What follows belongs to an exercise in optimizing a design on an open flow for small area; a production flow would make more cautious choices. No driver is modelled on the clock port, so clock power and skew are understated where the tree is cut down; a real chip needs a root buffer or a tree. Power figures rest on the tool's default switching activity, not on a simulated workload.

Setup of the baseline:
## fmeter
module fmeter(
	CLK100MHz,
	RST,
	FREQIN,
	TXD,
	LED1,
	LED2
);
input	CLK100MHz;
input	RST;
input	FREQIN;
output	TXD;
output	LED1;
output	LED2;
reg		r_LED1;
reg		r_txd;
assign LED1 = r_LED1;
assign LED2 = r_txd;
assign TXD = r_txd;
function [4:0] bcd_add;
	input [3:0] h;
	input [1:0] a;
	reg t0, t1, t2, t3, k0, k1, k2, ge;
	begin
		t0 = h[0] ^ a[0];
		k0 = h[0] & a[0];
		t1 = h[1] ^ a[1] ^ k0;
		k1 = (h[1] & a[1]) | (h[1] & k0) | (a[1] & k0);
		t2 = h[2] ^ k1;
		k2 = h[2] & k1;
		t3 = h[3] ^ k2;
		ge = t3 & (t2 | t1);
		bcd_add = {ge, t3 & ~ge, t2 & ~ge, ge ? t2 : t1, t0};
	end
endfunction
function [2:0] ph_next;
	input [2:0] p;
	begin
		ph_next[0] = (~p[0] & ~p[2]);
		ph_next[1] = (~p[0] & p[1]) | (p[0] & ~p[1]);
		ph_next[2] = (p[0] & p[1]);
	end
endfunction
reg	[10:0]	u;
wire		tick = ((u & 11'b11111110101) == 11'b11110000001);
wire		uclr = RST | tick;
always @(posedge CLK100MHz) begin
	u[10:1] <= ~({10{uclr}} | u[9:0]);
	u[0] <= ~uclr & (u[1] ^ u[10]);
end
reg	[19:0]	g;
wire		gate = ((g & 20'b11111111110111111111) == 20'b10000010110010100110);
wire		gclr = RST | gate;
always @(posedge CLK100MHz) begin
	g[19:1] <= ~({19{gclr}} | g[18:0]);
	g[0] <= ~gclr & (g[16] ^ g[19]);
end
reg	[1:0]	r_fin;
wire		edg = r_fin[1] & ~r_fin[0];
always @(posedge CLK100MHz) begin
	r_fin[1] <= ~RST & FREQIN;
	r_fin[0] <= r_fin[1];
end
reg	[2:0]	ph;
reg	[3:0]	q0, q1, q2, q3, q4;	 
reg	[3:0]	s0, s1, s2, s3, s4;	 
reg	[1:0]	pe;			 
reg		cy;			 
reg		fl;			 
reg		sg;			 
reg	[2:0]	d5;			 
wire		d5clr;
wire		ph0 = (ph == 3'd0);
wire	[1:0]	pe_e = {pe[1] | (pe[0] & edg), pe[0] ^ edg};
wire	[1:0]	addend = ph0 ? (gate ? pe : pe_e) : {1'b0, cy};
  ...
==> module fmeter, before the edit <==
module fmeter(
	CLK100MHz,
	RST,
	FREQIN,
	TXD,
	LED1,
	LED2
);
input	CLK100MHz;
input	RST;
input	FREQIN;
output	TXD;
output	LED1;
output	LED2;
reg		r_LED1;
reg		r_txd;
assign LED1 = r_LED1;
assign LED2 = r_txd;
assign TXD = r_txd;
function [4:0] bcd_add;
	input [3:0] h;
	input [1:0] a;
	reg t0, t1, t2, t3, k0, k1, k2, ge;
	begin
		t0 = h[0] ^ a[0];
		k0 = h[0] & a[0];
		t1 = h[1] ^ a[1] ^ k0;
		k1 = (h[1] & a[1]) | (h[1] & k0) | (a[1] & k0);
		t2 = h[2] ^ k1;
		k2 = h[2] & k1;
		t3 = h[3] ^ k2;
		ge = t3 & (t2 | t1);
		bcd_add = {ge, t3 & ~ge, t2 & ~ge, ge ? t2 : t1, t0};
	end
endfunction
function [2:0] ph_next;
	input [2:0] p;
	begin
		ph_next[0] = (~p[0] & ~p[2]);
		ph_next[1] = (~p[0] & p[1]) | (p[0] & ~p[1]);
		ph_next[2] = (p[0] & p[1]);
	end
endfunction
reg	[10:0]	u;
wire		tick = ((u & 11'b11111110101) == 11'b11110000001);
wire		uclr = RST | tick;
always @(posedge CLK100MHz) begin
	u[10:1] <= ~({10{uclr}} | u[9:0]);
	u[0] <= ~uclr & (u[1] ^ u[10]);
end
reg	[19:0]	g;
wire		gate = ((g & 20'b11111111110111111111) == 20'b10000010110010100110);
wire		gclr = RST | gate;
always @(posedge CLK100MHz) begin
	g[19:1] <= ~({19{gclr}} | g[18:0]);
	g[0] <= ~gclr & (g[16] ^ g[19]);
end
reg	[1:0]	r_fin;
wire		edg = r_fin[1] & ~r_fin[0];
always @(posedge CLK100MHz) begin
	r_fin[1] <= ~RST & FREQIN;
	r_fin[0] <= r_fin[1];
end
reg	[2:0]	ph;
reg	[3:0]	q0, q1, q2, q3, q4;	 
reg	[3:0]	s0, s1, s2, s3, s4;	 
reg	[1:0]	pe;			 
reg		cy;			 
reg		fl;			 
reg		sg;			 
reg	[2:0]	d5;			 
wire		d5clr;
wire		ph0 = (ph == 3'd0);
wire	[1:0]	pe_e = {pe[1] | (pe[0] & edg), pe[0] ^ edg};
wire	[1:0]	addend = ph0 ? (gate ? pe : pe_e) : {1'b0, cy};
wire	[4:0]	csum = bcd_add(q0, addend);
wire		cout = csum[4];
wire	[3:0]	sum = csum[3:0];
wire		d5inc = ph[2] & cout & (sg | ~fl);
wire		d5z = RST | d5clr;
always @(posedge CLK100MHz) begin
	q0 <= q1;
	q1 <= q2;
	q2 <= q3;
	q3 <= q4;
	q4 <= (RST | gate | (fl & ~ph0)) ? 4'd0 : sum;
	s0 <= s1;
	s1 <= s2;
	s2 <= s3;
	s3 <= s4;
	s4 <= (gate | (sg & ~ph0)) ? sum : s0;
	cy <= cout;
	if (RST) begin
		ph <= 3'd1;
		pe <= 2'd0;
		fl <= 1'b1;
		sg <= 1'b0;
	end else begin
		ph <= ph_next(ph);
		pe <= ph0 ? {1'b0, edg & gate} : pe_e;
		if (gate) begin
			fl <= 1'b1;
			sg <= 1'b1;
		end else if (ph0) begin
			fl <= 1'b0;
			sg <= 1'b0;
		end
	end
	d5[0] <= ~d5z & (d5[0] ^ d5inc);
	d5[1] <= ~d5z & (d5[1] ^ (d5inc & d5[0]));
	d5[2] <= ~d5z & (d5[2] | (d5inc & d5[0] & d5[1]));
end
reg	[3:0]	bc;
reg	[3:0]	cc;
reg		nb;		 
wire		idle = cc[3] & ~cc[1];
wire		stopb = bc[3] & bc[2];
assign		d5clr = tick & stopb & (cc == 4'd5);
always @(posedge CLK100MHz)
	if (cc[2:0] == ph)
		nb <= s0[bc[1:0]];
wire		j0 = bc[0];
wire		j1 = bc[1];
wire		d5b = j1 ? (~j0 & d5[2]) : (j0 ? d5[1] : d5[0]);	 
wire		crlf = cc[0] ? (j1 | ~j0) : j0;		 
wire		ringc = ~cc[2] | ~(cc[1] | cc[0]);	 
wire		dv = cc[3] ? crlf : ringc ? nb : (~cc[1] & cc[0] & d5b);
wire		dataw = ~bc[3] & bc[2];			 
wire		fixb = bc[3] & (bc[2] | (~bc[1] & ~cc[3]));
wire		bitv = idle | (dataw ? dv : fixb);
wire		adv = tick & stopb & ~idle;
wire		ct1 = adv & ~cc[0];
wire		ct2 = ct1 & ~cc[1];
wire		ct3 = ct2 & ~cc[2];
wire		bt1 = tick & (bc[0] | stopb);
wire		bt2 = tick & ((bc[0] & bc[1]) | stopb);
wire		bt3 = tick & ((bc[0] & bc[1] & bc[2]) | stopb);
always @(posedge CLK100MHz) begin
	cc[0] <= gclr | (cc[0] ^ adv);
	cc[1] <= ~RST & (gate | (cc[1] ^ ct1));
	cc[2] <= gclr | (cc[2] ^ ct2);
	cc[3] <= RST | (~gate & (cc[3] ^ ct3));
	bc[0] <= gate | (bc[0] ^ tick);
	bc[1] <= gate | (bc[1] ^ bt1);
	bc[2] <= ~gate & (bc[2] ^ bt2);
	bc[3] <= ~gate & (bc[3] ^ bt3);
	if (RST) begin
		r_txd <= 1'b1;
		r_LED1 <= 1'b0;
	end else begin
		if (tick)
			r_txd <= bitv;
		if (gate)
			r_LED1 <= ~r_LED1;
	end
end
endmodule
==> flow/config.mk <==
export PLATFORM = sky130hd
export DESIGN_NAME = fmeter
export DESIGN_NICKNAME = fmeter
export VERILOG_FILES = /design/flow/design.v
export SDC_FILE = /design/flow/constraint.sdc
export NUM_CORES = 4
export LEC_CHECK = 0
export CAP_MARGIN = 20
export CORE_MARGIN = 2
export CORE_UTILIZATION = 85
export CTS_BUF_LIST = sky130_fd_sc_hd__clkbuf_8
export PLACE_DENSITY = 0.9
export SLEW_MARGIN = 20
==> flow/constraint.sdc <==
create_clock -name core_clock -period 10.0 [get_ports {CLK100MHz}]
set_input_delay 2.0000 -clock core_clock [delete_from_list [all_inputs] [get_ports {CLK100MHz}]]
set_output_delay 2.0000 -clock core_clock [all_outputs]
set_load 0.01 [all_outputs]
standard.sh (not shown) runs the stock make flow with config.mk's settings and CLKGATE_MAP_FILE= SYNTH_SCRIPT=/design/flow/synth_recipe.tcl, a recipe that flattens the netlist after the stock synthesis.
==> flow/flow/run.sh <==
#!/bin/bash
# Standard layout, except that after clock tree synthesis the tree is replaced
# (flow/mytree.tcl, run as ORFS's POST_CTS_TCL hook) by three clock buffers fed
# from the clock port, each driving a cluster of nearby flip-flops; the hook
# then sizes down cells that have timing slack to spare.
set -euo pipefail
export CTS_ARGS="-sink_clustering_enable -repair_clock_nets -dont_use_dummy_load -buf_list sky130_fd_sc_hd__clkbuf_8"
export POST_CTS_TCL="$PWD/flow/mytree.tcl"
export MYTREE_NLEAF=3
export MYTREE_BUF=sky130_fd_sc_hd__clkbuf_16
export BUFFER_PORTS_ARGS="-buffer_cell sky130_fd_sc_hd__buf_1"
bash standard.sh finish > standard_flow.log 2>&1
Other scripts of this flow, unchanged in this note and not shown: flow/flow/mytree.tcl
The following lists how the candidate was set up differently from the baseline:
--- a/flow/design.v
+++ b/flow/design.v
@@ -115,9 +115,9 @@
 reg	[3:0]	cc;
 reg		nb;		 
 wire		idle = cc[3] & ~cc[1];
 wire		stopb = bc[3] & bc[2];
-assign		d5clr = tick & stopb & (cc == 4'd5);
+assign		d5clr = ~cc[3] & ~cc[2];
 always @(posedge CLK100MHz)
 	if (cc[2:0] == ph)
 		nb <= s0[bc[1:0]];
 wire		j0 = bc[0];
- Going from the baseline to the candidate, cell area decreased 1.2%, worst stage delay on the critical path decreased 30 ps, final cell count decreased 1, compound-cell area share of the yosys netlist decreased 0.34 points.
- Looking at met3 demand-to-capacity share in global routing across the candidate and the baseline, the one that comes out higher is the baseline.
- Comparing the candidate and the baseline, area overhead of the layout relative to synthesis is lower on the baseline.
- Compared with the baseline, the candidate shows a synthesized netlist cell count that is 3 lower.
- The candidate vs the baseline, power share of the clock group went up by 0.2 points.
- NOTE number of vias after detailed routing the baseline->the candidate increased slightly
- The power density over the cells number comes out lower for the baseline vs the candidate.
- The minimum setup slack in the final design of the candidate was superior to that of the baseline.
- When the final numbers for the candidate and the baseline were put side by side, the worst slack at placement turned out to be greater in the baseline.
- When the final numbers for the candidate and the baseline were put side by side, the fraction of the cycle the final worst path needs turned out to be smaller in the candidate.
Function was not checked in any run of this note: the RTL went through the layout flow alone. No run of this note takes its clock network from TritonCTS; it comes from the design's own scripts or RTL.

afterwards: timing with drivers on the ports:
How much do the figures lean on ideal ports? The routed layouts below were timed once more, with nothing changed but the port constraints. Step 1, drivers: a clkbuf_16 drives CLK100MHz and a buf_2 each remaining input, both assumed. Step 2 times the ports against the registers' clock, not the clock port: input delays grow and output delays shrink by t, the midpoint of the rising clock arrivals with the driver on. Three values: no drivers, after step 1, after step 2; two values: the first two.
| run | shift t [ns] | setup WS [ns] | worst hold slack (ns) | worst slew at a driven data input, ns | pins driven straight from the clock port |
|---|---|---|---|---|---|
| the baseline | 0.224 | 5.692 / 5.726 / 5.502 | 0.338 / 0.338 / 0.338 | 0.03 | 3 |
| the candidate | 0.229 | 6.219 / 6.243 / 6.014 | 0.333 / 0.333 / 0.333 | 0.04 | 3 |
After both steps every run listed still meets setup and hold. For the candidate, which loses most, drivers alone change the setup slack by +0.024 ns; drivers and shift together by -0.205 ns.
